Background: an optimization exercise with open tools, aiming at small area, a short achievable clock period and few clock cycles. Do not read the settings as production practice. Function was checked by simulation only, so behaviour that the tests miss may differ from the original. No activity file was given, so power comes from the tool's default toggle rates.

==> flow/design.v <==
package cpu_pkg;
parameter RESET_ADDR = 32'h00000000;
parameter OPC_LOAD   = 7'h03;
parameter OPC_IMM    = 7'h13;
parameter OPC_STORE  = 7'h23;
parameter OPC_ALSU   = 7'h33;
parameter OPC_BRANCH = 7'h63;
parameter OPC_SYSTEM = 7'h73;
parameter OPC_AUIPC  = 7'h17;
parameter OPC_LUI    = 7'h37;
parameter OPC_JALR   = 7'h67;
parameter OPC_JAL    = 7'h6F;
parameter F3_BEQ =  3'b000;
parameter F3_BNE =  3'b001;
parameter F3_BLT =  3'b100;
parameter F3_BGE =  3'b101;
parameter F3_ADD  = 3'b000;
parameter F3_SLL  = 3'b001;
parameter F3_SRL  = 3'b101;
parameter F3_OR   = 3'b110;
parameter F3_AND  = 3'b111;
parameter F3_XOR  = 3'b100;
parameter F3_LW   = 3'b010;
typedef enum logic [2:0] { IMM_I, IMM_U, IMM_UJ, IMM_SB, IMM_S } imm_t;
typedef enum logic [3:0] { ALU_ADD, ALU_SUB, ALU_XOR, ALU_OR,
                           ALU_AND, ALU_SRL, ALU_SRA, ALU_SLL,
                           ALU_EQ, ALU_NE, ALU_GES, ALU_LTS } alu_op_t;
endpackage
import cpu_pkg::*;
module alu(
  input logic [31:0]  alu_rs1_i,
  input logic [31:0]  alu_rs2_i,
  input cpu_pkg::alu_op_t alu_op_i,
  output logic        alu_branch_o,
  output logic [31:0] alu_result_o
);
  always_comb begin
    case(alu_op_i)
      default: alu_result_o = 32'b0;
      ALU_ADD: alu_result_o = alu_rs1_i + alu_rs2_i;             
      ALU_SUB: alu_result_o = alu_rs1_i - alu_rs2_i;             
      ALU_XOR: alu_result_o = alu_rs1_i ^ alu_rs2_i;             
      ALU_OR:  alu_result_o = alu_rs1_i | alu_rs2_i;             
      ALU_AND: alu_result_o = alu_rs1_i & alu_rs2_i;             
      ALU_SRL: alu_result_o = alu_rs1_i >> alu_rs2_i;            
      ALU_SRA: alu_result_o = $signed(alu_rs1_i) >>> alu_rs2_i;  
      ALU_SLL: alu_result_o = alu_rs1_i <<  alu_rs2_i;           
    endcase
  end
  logic is_equal, is_greater;
  assign is_equal = alu_rs1_i == alu_rs2_i;
  assign is_greater = $signed(alu_rs1_i) > $signed(alu_rs2_i);
  always_comb begin
    case(alu_op_i)
      default: alu_branch_o = 1'b0;
      ALU_EQ:  alu_branch_o = is_equal;
      ALU_NE:  alu_branch_o = ~is_equal;
      ALU_LTS: alu_branch_o = ~is_greater & ~is_equal;
      ALU_GES: alu_branch_o = is_greater | is_equal;
    endcase
  end
endmodule
module register_file (
  input  logic        clk_i,
  input  logic        reset_i,
  input  logic [4:0]  read_reg_1_i,
  output logic [31:0] read_data_1_o,
  input  logic [4:0]  read_reg_2_i,
  output logic [31:0] read_data_2_o,
  input  logic        write_i,
  input  logic [4:0]  write_reg_i,
  input  logic [31:0] write_data_i
);
  logic [31:0] regs [1:31];
  assign read_data_1_o = (read_reg_1_i == 5'd0) ? 32'd0 : regs[read_reg_1_i];
  assign read_data_2_o = (read_reg_2_i == 5'd0) ? 32'd0 : regs[read_reg_2_i];
  always_ff @(posedge clk_i or posedge reset_i) begin
    if (reset_i) begin
      for (int i = 1; i < 32; i++) regs[i] <= 32'd0;
    end else if (write_i && write_reg_i != 5'd0) begin
      regs[write_reg_i] <= write_data_i;
    end
  end
endmodule
import cpu_pkg::*;
module micro_riscv(
  input logic         clk_i,
  input logic         reset_i,
  output logic [31:0] cpu_data_addr_o,
  input  logic [31:0] cpu_data_rdata_i,
  output logic [31:0] cpu_data_wdata_o,
  output logic        cpu_data_re_o,
  output logic        cpu_data_we_o,
  output logic [31:0] cpu_instr_addr_o,
  input  logic [31:0] cpu_instr_rdata_i,
  output logic        cpu_finish_o
);
  logic illegal_insn, cpu_halt;
  assign cpu_finish_o = illegal_insn | cpu_halt;
  logic [31:0] PC_p, PC_n;  
  logic [31:0] PC_incr;
  logic [31:0] PC_alu;
  logic PC_src;
  assign PC_incr = PC_p + 4;
  always_comb begin
    PC_n = PC_p;
    casez({cpu_halt, PC_src})
      2'b1?: PC_n = PC_p;
      2'b01: PC_n = PC_alu;
      2'b00: PC_n = PC_incr;
    endcase
  end
  assign cpu_instr_addr_o = PC_p;
  always_ff @(posedge clk_i or posedge reset_i) begin
    if (reset_i) begin
      PC_p <= RESET_ADDR;
    end else begin
      PC_p <= PC_n;
    end
  end
  logic [6:0]  opcode;
  logic [2:0]  funct3;
  logic [6:0]  funct7;
  logic [11:0] funct12;
  logic [4:0]  rd;
  logic [4:0]  rs1;
  logic [4:0]  rs2;
  logic rs1_valid, rs2_valid;
  logic [31:0] Instruction;
  assign Instruction = cpu_instr_rdata_i;
  assign opcode  = Instruction[6:0];
  assign funct3  = Instruction[14:12];
  assign funct7  = Instruction[31:25];
  assign funct12 = Instruction[31:20];
  assign rd      = Instruction[11:7];
  assign rs1     = rs1_valid ? Instruction[19:15] : 5'b0;
  assign rs2     = rs2_valid ? Instruction[24:20] : 5'b0;
  logic signed [31:0] reg_data_1, reg_data_2, reg_write_data;
  logic alu_reg_write;
  register_file reg_file_i (
    .clk_i         (clk_i),
    .reset_i       (reset_i),
    .read_reg_1_i  (rs1),
    .read_data_1_o (reg_data_1),
    .read_reg_2_i  (rs2),
    .read_data_2_o (reg_data_2),
    .write_i       (alu_reg_write),
    .write_reg_i   (rd),
    .write_data_i  (reg_write_data)
  );
  logic alu_src, alu_is_branch, alu_is_jump, alu_mem_write, alu_mem_read,
        mem_to_reg, alu_pc_reg_src;
  cpu_pkg::imm_t imm_sel;
  cpu_pkg::alu_op_t alu_operator;
  always_comb begin
    alu_operator   = ALU_ADD;
    imm_sel        = IMM_I;
    alu_src        = 1'b0;
    alu_is_branch  = 1'b0;
    alu_is_jump    = 1'b0;
    alu_mem_read   = 1'b0;
    alu_mem_write  = 1'b0;
    alu_reg_write  = 1'b0;
    mem_to_reg     = 1'b0;
    alu_pc_reg_src = 1'b0;
    illegal_insn   = 1'b0;
    cpu_halt       = 1'b0;
    rs1_valid      = 1'b0;
    rs2_valid      = 1'b0;
    case(opcode)
      OPC_JAL: begin
        alu_operator  = ALU_ADD;
        imm_sel       = IMM_UJ;
        alu_is_jump   = 1'b1;
        alu_reg_write = 1'b1;
      end
      OPC_JALR: begin
        alu_operator   = ALU_ADD;
        imm_sel        = IMM_I;
        rs1_valid      = 1'b1;
        alu_is_jump    = 1'b1;
        alu_reg_write  = 1'b1;
        alu_pc_reg_src = 1'b1;
      end
      OPC_BRANCH: begin
        imm_sel       = IMM_SB;
        alu_is_branch = 1'b1;
        rs1_valid     = 1'b1;
        rs2_valid     = 1'b1;
        case (funct3)
          F3_BEQ:  alu_operator = ALU_EQ;
          F3_BNE:  alu_operator = ALU_NE;
          F3_BLT:  alu_operator = ALU_LTS;
          F3_BGE:  alu_operator = ALU_GES;
          default: illegal_insn = 1'b1;
        endcase
      end
      OPC_LOAD: begin
        alu_operator  = ALU_ADD;
        imm_sel       = IMM_I;
        rs1_valid     = 1'b1;
        alu_reg_write = 1'b1;
        alu_src       = 1'b1;
        alu_mem_read  = 1'b1;
        mem_to_reg    = 1'b1;
      end
      OPC_STORE: begin
        alu_operator  = ALU_ADD;
        imm_sel       = IMM_S;
        rs1_valid     = 1'b1;
        rs2_valid     = 1'b1;
        alu_src       = 1'b1;
        alu_mem_write = 1'b1;
      end
      OPC_LUI: begin
        alu_operator  = ALU_ADD;
        imm_sel       = IMM_U;
        alu_src       = 1'b1;
        alu_reg_write = 1'b1;
      end
      OPC_IMM: begin
        imm_sel       = IMM_I;
        rs1_valid     = 1'b1;
        alu_src       = 1'b1;
        alu_reg_write = 1'b1;
        case (funct3)
          default: illegal_insn = 1'b1;
          F3_ADD:  alu_operator = ALU_ADD;   
        endcase
      end
      OPC_ALSU: begin
        alu_reg_write = 1'b1;
        rs1_valid     = 1'b1;
        rs2_valid     = 1'b1;
        case ({funct7, funct3})
          {7'b000_0000, F3_ADD}: alu_operator = ALU_ADD;    
          {7'b010_0000, F3_ADD}: alu_operator = ALU_SUB;    
          {7'b000_0000, F3_XOR}: alu_operator = ALU_XOR;    
          {7'b000_0000, F3_OR }: alu_operator = ALU_OR;     
          {7'b000_0000, F3_AND}: alu_operator = ALU_AND;    
          {7'b000_0000, F3_SLL}: alu_operator = ALU_SLL;    
          {7'b000_0000, F3_SRL}: alu_operator = ALU_SRL;    
          {7'b010_0000, F3_SRL}: alu_operator = ALU_SRA;    
          default:               illegal_insn = 1'b1;
        endcase
      end
      OPC_SYSTEM: begin
        if({funct12, Instruction[19:15], funct3, rd } == 25'b0000000000010000000000000) begin
          cpu_halt = 1'b1;
        end else begin
          illegal_insn = 1'b1;
        end
      end
      default: begin
        illegal_insn = 1'b1;
      end
    endcase
    if(illegal_insn) begin
      alu_operator   = ALU_ADD;
      imm_sel        = IMM_I;
      alu_src        = 1'b0;
      alu_is_branch  = 1'b0;
      alu_is_jump    = 1'b0;
      alu_mem_write  = 1'b0;
      alu_mem_read   = 1'b0;
      alu_reg_write  = 1'b0;
      mem_to_reg     = 1'b0;
      alu_pc_reg_src = 1'b0;
      cpu_halt       = 1'b0;
      rs1_valid      = 1'b0;
      rs2_valid      = 1'b0;
    end
  end
  logic signed [31:0] i_imm;
  logic signed [31:0] s_imm;
  logic signed [31:0] sb_imm;
  logic signed [31:0] u_imm;
  logic signed [31:0] uj_imm;
  logic signed [31:0] alu_imm;
  assign i_imm = {{20{Instruction[31]}}, Instruction[31:20]};
  assign s_imm = {{20{Instruction[31]}}, Instruction[31:25], Instruction[11:7]};
  assign sb_imm = {{19{Instruction[31]}}, Instruction[31], Instruction[7], Instruction[30:25], Instruction[11:8], 1'b0};
  assign u_imm = {Instruction[31:12], 12'b0};
  assign uj_imm = {{12{Instruction[31]}}, Instruction[19:12], Instruction[20], Instruction[30:21], 1'b0};
  always_comb begin
    alu_imm = i_imm;  
    case(imm_sel)
      IMM_U:  alu_imm = u_imm;  
      IMM_UJ: alu_imm = uj_imm;  
      IMM_SB: alu_imm = sb_imm;  
      IMM_S:  alu_imm = s_imm;   
    endcase
  end
  logic signed [31:0] alu_data_2;
  logic signed [31:0] alu_result;
  logic alu_branch_o;
  assign alu_data_2 = alu_src? alu_imm : reg_data_2;
  alu alu_i (
    .alu_rs1_i    (reg_data_1),
    .alu_rs2_i    (alu_data_2),
    .alu_op_i     (alu_operator),
    .alu_branch_o (alu_branch_o),
    .alu_result_o (alu_result)
  );
  assign PC_alu = (alu_pc_reg_src? reg_data_1 : PC_p) + alu_imm;
  assign PC_src = (alu_branch_o & alu_is_branch) |   
                   alu_is_jump;                      
  assign cpu_data_addr_o  = alu_result;
  assign cpu_data_wdata_o = reg_data_2;
  assign cpu_data_re_o    = alu_mem_read;
  assign cpu_data_we_o    = alu_mem_write;
  always_comb begin
    reg_write_data = alu_result;
    priority casez ({mem_to_reg, alu_is_jump})
      2'b?1: reg_write_data = PC_incr;
      2'b0?: reg_write_data = alu_result;
      2'b1?: reg_write_data = cpu_data_rdata_i;
    endcase
  end
endmodule
==> flow/run.sh <==
#!/bin/bash
# synth_recipe.tcl (not shown) runs the flow's synth.tcl, then flattens the netlist and writes it again
# the make line also repeats each setting of config.mk as NAME=value (left out here)
make -C /OpenROAD-flow-scripts/flow DESIGN_CONFIG=/design/flow/config.mk WORK_HOME=/design/flow/orfs CLKGATE_MAP_FILE= SYNTH_SCRIPT=/design/flow/synth_recipe.tcl finish
==> flow/config.mk <==
export PLATFORM = sky130hd
export DESIGN_NAME = micro_riscv
export DESIGN_NICKNAME = micro_riscv
export VERILOG_FILES = /design/flow/design.v
export SDC_FILE = /design/flow/constraint.sdc
export NUM_CORES = 8
export LEC_CHECK = 0
export CAP_MARGIN = 40
export CORE_MARGIN = 2
export CORE_UTILIZATION = 30
export PLACE_DENSITY = 0.5
export SLEW_MARGIN = 40
==> flow/constraint.sdc <==
create_clock -name core_clock -period 16.0 [get_ports {clk_i}]
set_input_delay 3.2000 -clock core_clock [delete_from_list [all_inputs] [get_ports {clk_i}]]
set_output_delay 3.2000 -clock core_clock [all_outputs]
set_load 0.01 [all_outputs]
==> notes.md <==
final period utilization=0.9749; grt ovf=0; initial core utilization=0.3014; Syn Nets=8,818; post-CTS setup-driven buffer insertion count=0; top_reg_cell synth=dfrtp_1; Die Y=around 500 um; library cells used by synthesis=between 100 and 150; leading cell type in the layout, fill and taps excluded=dfrtp_1; Post-Synth Adder-Cell Area=0.02337; leading area contributor after synthesis=dfrtp_1; Yosys reg bits=just over 1k; Fin Hold WS=~500 ps; most frequent cells in the layout=dfrtp_1 (1,024), nand2_1 (771), nor2_1 (639); TritonCTS buffer count=131; Final nets=about 8.9k; clk latency of the worst-skew pair=~870 ps; RSZ-0062 raised after global routing=no; Yosys top cell area share=0.3499; H-tree Lvls=4; fmax=64.11 MHz; Slew Viols, Final=0; Vias=92.17k; Worst-path clk slew=about 60 ps; GP Congestion=between 1 and 1.5; Synth-to-Final Area Change=20.08%; Critical Path AT=approximately 12,000 ps; placed instance count=between 10k and 15k; largest net degree at the start of global routing=a little over 100; Leak Pwr=roughly 35 nW; top cells by area, synth=dfrtp_1 (35%), mux2_2 (5.8%), o31ai_1 (4.3%), nand2_1 (4.2%), a21oi_1 (3.8%); Ports=approximately 170; Rows=~180; worst vdd ir=approximately 0.094 mV; Worst Setup SP=cpu_instr_rdata_i[5]; first-pass GRT wire length=826.8 mm; DR vias/cell=around 7.6; syn_area_per_cell=8.498 um^2; Simple-Gate Fraction of Synth Area=0.1778; Routed WL=between 600 and 700 mm; critical path capture point type=output port; Pre-antenna DRT Iters=14; Cell Area, Synth=73,230 um^2; antenna-violating nets left=0; Hold Vio Cnt, Final=0; Synth Area in XOR/XNOR=0.007774; cts repair resizes=0; Tmin final=15,600 ps; pre-CTS setup slack=715.2 ps; mux cell area share after synthesis=0.08092; asr flop ratio synth=1.000; antenna violations before repair=between 100 and 150; DRC errors left=0; Core Footprint=243,000 um^2; Syn. warnings=4; DR iter-0 viols=18.79k; Total GRT Usage=0.4998; Syn Inst Count=8,617; Max-Slew Margin vs Limit=0.2508; vias in the first global route=80.95k; HP Start=reg_file_i.regs[14][29]$_DFFE_PP0P_; Reg-to-Reg Start=reg_file_i.regs[18][17]$_DFFE_PP0P_; Die W=between 400 and 500 um; HPWL Detailed=469.6 mm; Seq/Total Area, Yosys=0.3499; status=finished clean; Tot Pwr=0.007314 W; WL per Instance=approximately 53 um; Post-Layout Cell Count=12.19k; main combinational cell family by area after synthesis=compound AO/OA/AOI/OAI gates; Setup TNS=0 ps; number of hold buffers added after CTS=0; number of enable flip-flop cells after synthesis=0; share of cells above drive strength 1=0.2020; power density over the cells=83.17 nW/um^2; CTS tree=done; CP startpoint kind=primary input; compound-gate portion of the synthesized area=0.3010; Die ar.=248,100 um^2; Least-Margin Pin Slew=1121 ps; clk sinks=roughly 1k; CP Max Fanout=32; Final Setup Violations=0; Worst Hold Class=reg2reg; port bufs=about 160; CTS Root Cell=clkbuf_16; CTS Buffer Depth=3; total of max-cap violations=0; Final Skew=about 80 ps; Crit Path Category=in2out; Worst EP required=between 10,000 and 15,000 ps; final worst slack=401.9 ps
==> where the power goes <==
part | leakage (nW) | switching, W | internal, W
sequential | 14.3 | 0.000105 | 0.00263
combinational | 18.8 | 0.000926 | 0.000376
clock | 2.25 | 0.00139 | 0.00189
==> routing by layer <==
layer  share of wire  global-route usage
met3            0.15              0.2765
met5          0.0015             0.03203
met1            0.37              0.5911
met2            0.38              0.6532
met4            0.10              0.3969
==> worst paths after layout <==
check                      cells past startpoint                                   to  slack (ps)
max reg2reg                                   25                 PC_p[23]$_DFFE_PP0N_        7320
max                                           28                  cpu_data_addr_o[31]         400
max in group asynchronous                      7  reg_file_i.regs[30][17]$_DFFE_PP0P_       10590
min in group asynchronous                      3   reg_file_i.regs[22][9]$_DFFE_PP0P_        2810
min reg2reg                                    2  reg_file_i.regs[14][29]$_DFFE_PP0P_         490
min                                            2  reg_file_i.regs[14][29]$_DFFE_PP0P_         490
==> synth_stat cells (33+ instances only) <==
library cell	number
a2111oi_0	35
a211oi_1	80
a21o_1	50
a21oi_1	560
a221o_1	45
a221oi_1	85
a222oi_1	36
a22o_1	94
a22oi_1	365
a31oi_1	159
a32oi_1	80
and2_1	43
and3_1	98
buf_1	71
buf_2	165
clkbuf_1	602
dfrtp_1	1024
ha_1	132
inv_1	152
mux2_2	378
mux2i_1	151
nand2_1	816
nand2b_1	40
nand3_1	302
nand4_1	104
nor2_1	697
nor2b_1	39
nor3_1	225
nor4_1	84
o211ai_1	80
o21a_1	33
o21ai_0	434
o21ai_1	50
o221ai_1	46
o22ai_1	44
o31ai_1	417
o31ai_2	62
or2_2	33
or3_1	45
xnor2_1	36
==> logic make-up after synthesis <==
logic type / count (synthesis)
compound gates: 3108
simple gates: 2714
buf+inv: 1035
flops: 1024
mux: 536
fa+ha+maj: 135
xor+xnor: 65
==> through the flow <==
stage | area, um^2 | util
after CTS | 87290 | 0.3592
after global placement | 81570 | 0.3357
final | 87940 | 0.3619
after floorplan | 73230 | -
after detailed placement | 82690 | 0.3403
after global routing | 87650 | 0.3607
==> state kept, by name, indices dropped and copies added (netlist names) <==
| name | count |
|---|---|
| reg_file_i.regs | 992 |
| PC_p | 32 |
==> layout make-up <==
cell class,instances,area (um^2)
Clock buffer,189,3909
Multi-Input combinational cell,6558,45020
Clock inverter,45,688.2
Antenna cell,146,365.4
Inverter,154,583.1
Sequential cell,1024,25620
Timing Repair Buffer,873,7745
Fill cell,24980,155100
Tap cell,3202,4006
==> critical path, cell delays in order <==
cell and delay, ps:
clkdlybuf4s50_1 810, nand2_1 320, nor3_1 460, o21a_4 660
buf_4 520, nor3_4 140, buf_4 250, nand4_1 140
o2111ai_1 150, o31ai_2 640, buf_4 310, inv_1 150
ha_1 420, nor2b_1 210, o31a_1 170, o21ba_2 280
a211oi_1 180, o41ai_1 570, a21o_1 210, nand2_1 80
a211o_1 310, o21ai_0 300, a31oi_1 220, o311ai_0 440
a32oi_1 190, o211ai_1 200, buf_4 220, clkdlybuf4s50_1 550
Testbench counts, summed over its fixed seeds: cycles 31,722.

-- separate check: timing with driven ports --
Ports are ideal in the flow. The routed layout listed here was re-timed in OpenROAD. Step 1 (the two cells are an assumption about what drives the block):
set clk [get_ports {clk_i}]
set_driving_cell -lib_cell sky130_fd_sc_hd__clkbuf_16 $clk
set_driving_cell -lib_cell sky130_fd_sc_hd__buf_2 [delete_from_list [all_inputs] $clk]
Step 2 also shifts input and output timing later by t, the mid clock arrival at the registers, as if the neighbouring blocks saw the same clock. a / b / c = ideal ports / drivers / drivers and shift; a / b = the first two.
t, ns: 0.929
setup slack, ns: 0.402 / 0.332 / 0.332
slew at the worst register clock pin (ns): 0.07 / 0.07
After both steps this run still meets setup and hold. The setup slack of this run moves by -0.070 ns with the drivers and by -0.070 ns with both steps.
